From an optimization exercise on the open Yosys and OpenROAD flow, aimed at small area, a short achievable clock period and few clock cycles per item; shortcuts taken in it are not production practice. RTL that was checked went through simulation tests only; none was proved equivalent to the original. Power figures rest on the tool's default switching activity, not on a simulated workload.

Setup of job 3217:
==> module risc, before the edit <==
module risc (
    input         reset,
    input         clk0,
    input  [31:0] mem_datain,
    output [23:0] paddr,
    output [31:0] mem_dataout,
    output        mem_req,
    output        mem_rdwr,
    output        halted
);
reg  [23:0] ar;     
reg  [31:0] acc;
reg  [31:0] ir;     
reg         ir_nz;  
reg         e;      
reg         hlt;    
reg         chk;    
reg         c_jge, c_jne;           
reg         c_sto;                  
reg         c_mem;                  
reg  [2:0]  c_op;                   
reg         c_shr, c_shl;
reg         c_clr;                  
localparam [2:0] OP_LDA = 3'b000, OP_COM = 3'b001, OP_AND = 3'b010, OP_OR  = 3'b011,
                 OP_XOR = 3'b100, OP_SWP = 3'b101, OP_ADD = 3'b110, OP_SUB = 3'b111;
wire        c_add = c_mem & c_op[2] & c_op[1];      
wire        c_ld  = c_mem & ~(c_op[2] & c_op[1]);   
assign paddr       = ar;
assign mem_dataout = acc;
assign mem_req     = ~hlt;
assign mem_rdwr    = ~(e & c_sto);
assign halted      = hlt;
wire [31:0] d  = mem_datain;
wire [7:0] o   = d[31:24];
wire       def = (o[7:4] == 4'h0);
wire       d_lda = def & (o[3:0] == 4'h0);
wire       d_sto = def & (o[3:0] == 4'h1);
wire       d_add = def & (o[3:0] == 4'h2);
wire       d_sub = def & (o[3:0] == 4'h3);
wire       d_jmp = def & (o[3:0] == 4'h4);
wire       d_jge = def & (o[3:0] == 4'h5);
wire       d_jne = def & (o[3:0] == 4'h6);
wire       d_stp = def & (o[3:0] == 4'h7);
wire       d_shr = def & (o[3:0] == 4'h8);
wire       d_shl = def & (o[3:0] == 4'h9);
wire       d_and = def & (o[3:0] == 4'ha);
wire       d_or  = def & (o[3:0] == 4'hb);
wire       d_xor = def & (o[3:0] == 4'hc);
wire       d_com = def & (o[3:0] == 4'hd);
wire       d_swp = def & (o[3:0] == 4'he);
wire       d_mem = d_lda | d_sto | d_add | d_sub | d_and | d_or | d_xor | d_com | d_swp;
wire       d_cj  = d_jge | d_jne;
wire [2:0] d_op = {d_xor | d_swp | d_add | d_sub,
                   d_and | d_or  | d_add | d_sub,
                   d_com | d_or  | d_swp | d_sub};
reg [3:0] k;
always @* begin
    case (c_op)
        OP_LDA:  k = 4'b1010;
        OP_COM:  k = 4'b0101;
        OP_AND:  k = 4'b1000;
        OP_OR:   k = 4'b1110;
        OP_XOR:  k = 4'b0110;
        OP_ADD:  k = 4'b0110;
        OP_SUB:  k = 4'b1001;
        default: k = 4'b1010;
    endcase
    if (~e) k = 4'b1010;
end
wire k_swp = e & (c_op == OP_SWP);
wire sign_n = ~c_clr & (c_ld ? ir[31] : c_shr ? 1'b0 : c_shl ? acc[30] : acc[31]);
wire nz_n   = ~c_clr & (c_ld ? ir_nz : ((|acc[30:1]) | (acc[31] & ~c_shl) | (acc[0] & ~c_shr)));
wire cond_n = (d_jge & ~sign_n) | (d_jne & nz_n);
wire squash = chk & ~((c_jge & ~acc[31]) | (c_jne & (|acc)));
wire [31:0] sum;
add32 adder (.a(acc), .p(ir), .ci(c_op[0]), .s(sum));
wire        x_ld  = c_ld & ~e, x_add = c_add & ~e, x_shr = c_shr & ~e, x_shl = c_shl & ~e;
wire [31:0] acc_n =
      ({32{x_ld}}  & ir)
    | ({32{x_add}} & sum)
    | ({32{x_shr}} & {1'b0, acc[31:1]})
    | ({32{x_shl}} & {acc[30:0], 1'b0})
    | ({32{~(x_ld | x_add | x_shr | x_shl | c_clr)}} & acc);
wire [23:0] ar1;
inc24 incr (.a(ar), .s(ar1));
wire [31:0] dl = (acc & d & {32{k[3]}}) | (acc & ~d & {32{k[2]}})
               | (~acc & d & {32{k[1]}}) | (~acc & ~d & {32{k[0]}});
wire [31:0] ir_n = k_swp ? {d[15:0], d[31:16]} :
                   e     ? dl : {d[31:24], ar1};
wire        jump = d_mem | d_jmp | (d_cj & (c_add | cond_n));
wire [23:0] ar_n = (e | squash) ? ir[23:0] : jump ? d[23:0] : ar1;
always @(posedge clk0) begin
    ir    <= ir_n;
    ir_nz <= |ir_n;
end
always @(posedge clk0) begin
    if (~e) begin
        c_sto <= d_sto;
        c_op  <= d_op;
    end
end
always @(posedge clk0)
    acc <= acc_n;
always @(posedge clk0 or posedge reset)
    if (reset)
        c_clr <= 1'b1;
    else if (~e)
        c_clr <= 1'b0;
always @(posedge clk0 or posedge reset) begin
    if (reset) begin
        ar    <= 24'h0;
        e     <= 1'b0;
        hlt   <= 1'b0;
        chk   <= 1'b0;
        c_jge <= 1'b0; c_jne <= 1'b0;
        c_mem <= 1'b0; c_shr <= 1'b0; c_shl <= 1'b0;
    end else begin
        ar    <= ar_n;
        if (e) begin
            e     <= 1'b0;
        end else begin
            e     <= ~squash & ~hlt & d_mem;
            hlt   <= hlt | (~squash & d_stp);
            chk   <= ~squash & d_cj & c_add;
            c_jge <= ~squash & d_jge;
            c_jne <= ~squash & d_jne;
            c_mem <= ~squash & d_mem & ~d_sto;
            c_shr <= ~squash & d_shr;
            c_shl <= ~squash & d_shl;
        end
    end
end
endmodule
Settings: LEC_CHECK=0, ABC_AREA=1, CAP_MARGIN=20, CORE_MARGIN=2, CORE_UTILIZATION=40, SETUP_SLACK_MARGIN=3.5, SLEW_MARGIN=20; clock period 6.5 ns.
standard.sh (not shown) runs the stock make flow with config.mk's settings and CLKGATE_MAP_FILE= SYNTH_SCRIPT=/design/flow/synth_recipe.tcl, a recipe that flattens the netlist after the stock synthesis.
==> flow/flow/run.sh <==
#!/bin/bash
# Own flow: the standard layout (standard.sh, ORFS make) with two changes:
#  - synthesis maps the logic with ABC script flow/abc.script (registers are
#    mapped before ABC, so they are the standard synthesis's); flow/synth.tcl
#    is synth_recipe.tcl with ABC's script swapped;
#  - the ports are buffered by the smallest buffer instead of the default
#    delay buffer (the resizer still upsizes any that timing or slew needs).
set -euo pipefail
here=$(pwd)
export MY_ABC_SCRIPT=$here/flow/abc.script
bash standard.sh SYNTH_SCRIPT=$here/flow/synth.tcl \
  BUFFER_PORTS_ARGS="-buffer_cell sky130_fd_sc_hd__buf_1" finish > make_finish.log 2>&1
==> flow/flow/abc.script <==
strash
dch
map -B 0.5
topo
stime -c
buffer -c
upsize -c
dnsize -c
strash
dch
map -B 0.5
topo
stime -c
buffer -c
upsize -c
dnsize -c
==> flow/flow/synth.tcl <==
# synth_recipe.tcl (the standard synthesis) with ABC's -script replaced by $MY_ABC_SCRIPT.
proc synth {args} { yosys synth -nofsm -noshare {*}$args }
proc abc {args} {
  set i [lsearch -exact $args -script]
  if {$i >= 0 && [info exists ::env(MY_ABC_SCRIPT)] && $::env(MY_ABC_SCRIPT) ne ""} {
    lset args [expr {$i + 1}] $::env(MY_ABC_SCRIPT)
  }
  puts "MY_ABC: abc $args"
  yosys abc {*}$args
}
source $::env(SCRIPTS_DIR)/synth.tcl
# left out here: clear keep_hierarchy, flatten, clean up, hide names made inside functions, write 1_2_yosys.v
Job 3217: no failed stages, no open violations at the end
Modified inputs, job 4088 compared to job 3217
--- a/flow/design.v
+++ b/flow/design.v
@@ -197,9 +197,9 @@
 );
 reg  [23:0] ar;     
 reg  [31:0] acc;
 reg  [31:0] ir;     
-reg         ir_nz;  
+reg  [1:0]  ir_nz;  
 reg         e;      
 reg         hlt;    
 reg         chk;    
 reg         c_jge, c_jne;           
@@ -255,9 +255,9 @@
     if (~e) k = 4'b1010;
 end
 wire k_swp = e & (c_op == OP_SWP);
 wire sign_n = ~c_clr & (c_ld ? ir[31] : c_shr ? 1'b0 : c_shl ? acc[30] : acc[31]);
-wire nz_n   = ~c_clr & (c_ld ? ir_nz : ((|acc[30:1]) | (acc[31] & ~c_shl) | (acc[0] & ~c_shr)));
+wire nz_n   = ~c_clr & (c_ld ? (|ir_nz) : ((|acc[30:1]) | (acc[31] & ~c_shl) | (acc[0] & ~c_shr)));
 wire cond_n = (d_jge & ~sign_n) | (d_jne & nz_n);
 wire squash = chk & ~((c_jge & ~acc[31]) | (c_jne & (|acc)));
 wire [31:0] sum;
 add32 adder (.a(acc), .p(ir), .ci(c_op[0]), .s(sum));
@@ -277,9 +277,9 @@
 wire        jump = d_mem | d_jmp | (d_cj & (c_add | cond_n));
 wire [23:0] ar_n = (e | squash) ? ir[23:0] : jump ? d[23:0] : ar1;
 always @(posedge clk0) begin
     ir    <= ir_n;
-    ir_nz <= |ir_n;
+    ir_nz <= {|ir_n[31:16], |ir_n[15:0]};
 end
 always @(posedge clk0) begin
     if (~e) begin
         c_sto <= d_sto;
Findings:
Changes observed in job 4088 relative to job 3217: portion of total power attributed to combinational logic went down by 2.2 points, sequential power was more or less identical, total of endpoints with negative setup slack in the final report was more or less identical.
Against job 3217, leakage power in job 4088 came out better.
Job 4088 vs. job 3217: synthesis-stage register bit count rose by 0.98%, met1 capacity usage during global routing rose by 1.4 points.
Job 4088 — amount of wire on met2 after detailed routing 4.3% higher, job 3217 as reference
Job 4088 vs job 3217: combined area of all synthesized cells down slightly
Testbench counts of job 4088, summed over its fixed seeds: cycles 64,424, instructions 36,867.
Function not checked in job 3217: the RTL went through the layout flow alone.

-- static timing again, ports no longer ideal --
The flow's constraints put no driver on any port. The routed layouts listed below were extracted and timed again, unchanged, in two steps. Step 1 sets driving cells, clkbuf_16 on the clock port and buf_2 on the other inputs (assumed; they add their load-dependent delay and slew). Step 2, shift: input delay + t, output delay - t, t = (earliest + latest rising clock arrival at the registers) / 2. This alone moves slack from input paths to output paths. a / b / c = no drivers / after step 1 / after step 2; a / b = the first two.
run | shift t [ns] | setup slack, ns | hold WS [ns] | worst data-port slew with drivers (ns)
job 3217 | 0.409 | 3.455 / 3.455 / 3.167 | 0.478 / 0.478 / 0.478 | 0.04
job 4088 | 0.407 | 3.321 / 3.321 / 3.250 | 0.474 / 0.474 / 0.474 | 0.04
After both steps every run listed still meets setup and hold. The setup slack of job 3217, which loses most, moves by 0.000 ns with the drivers and by -0.288 ns with both steps.
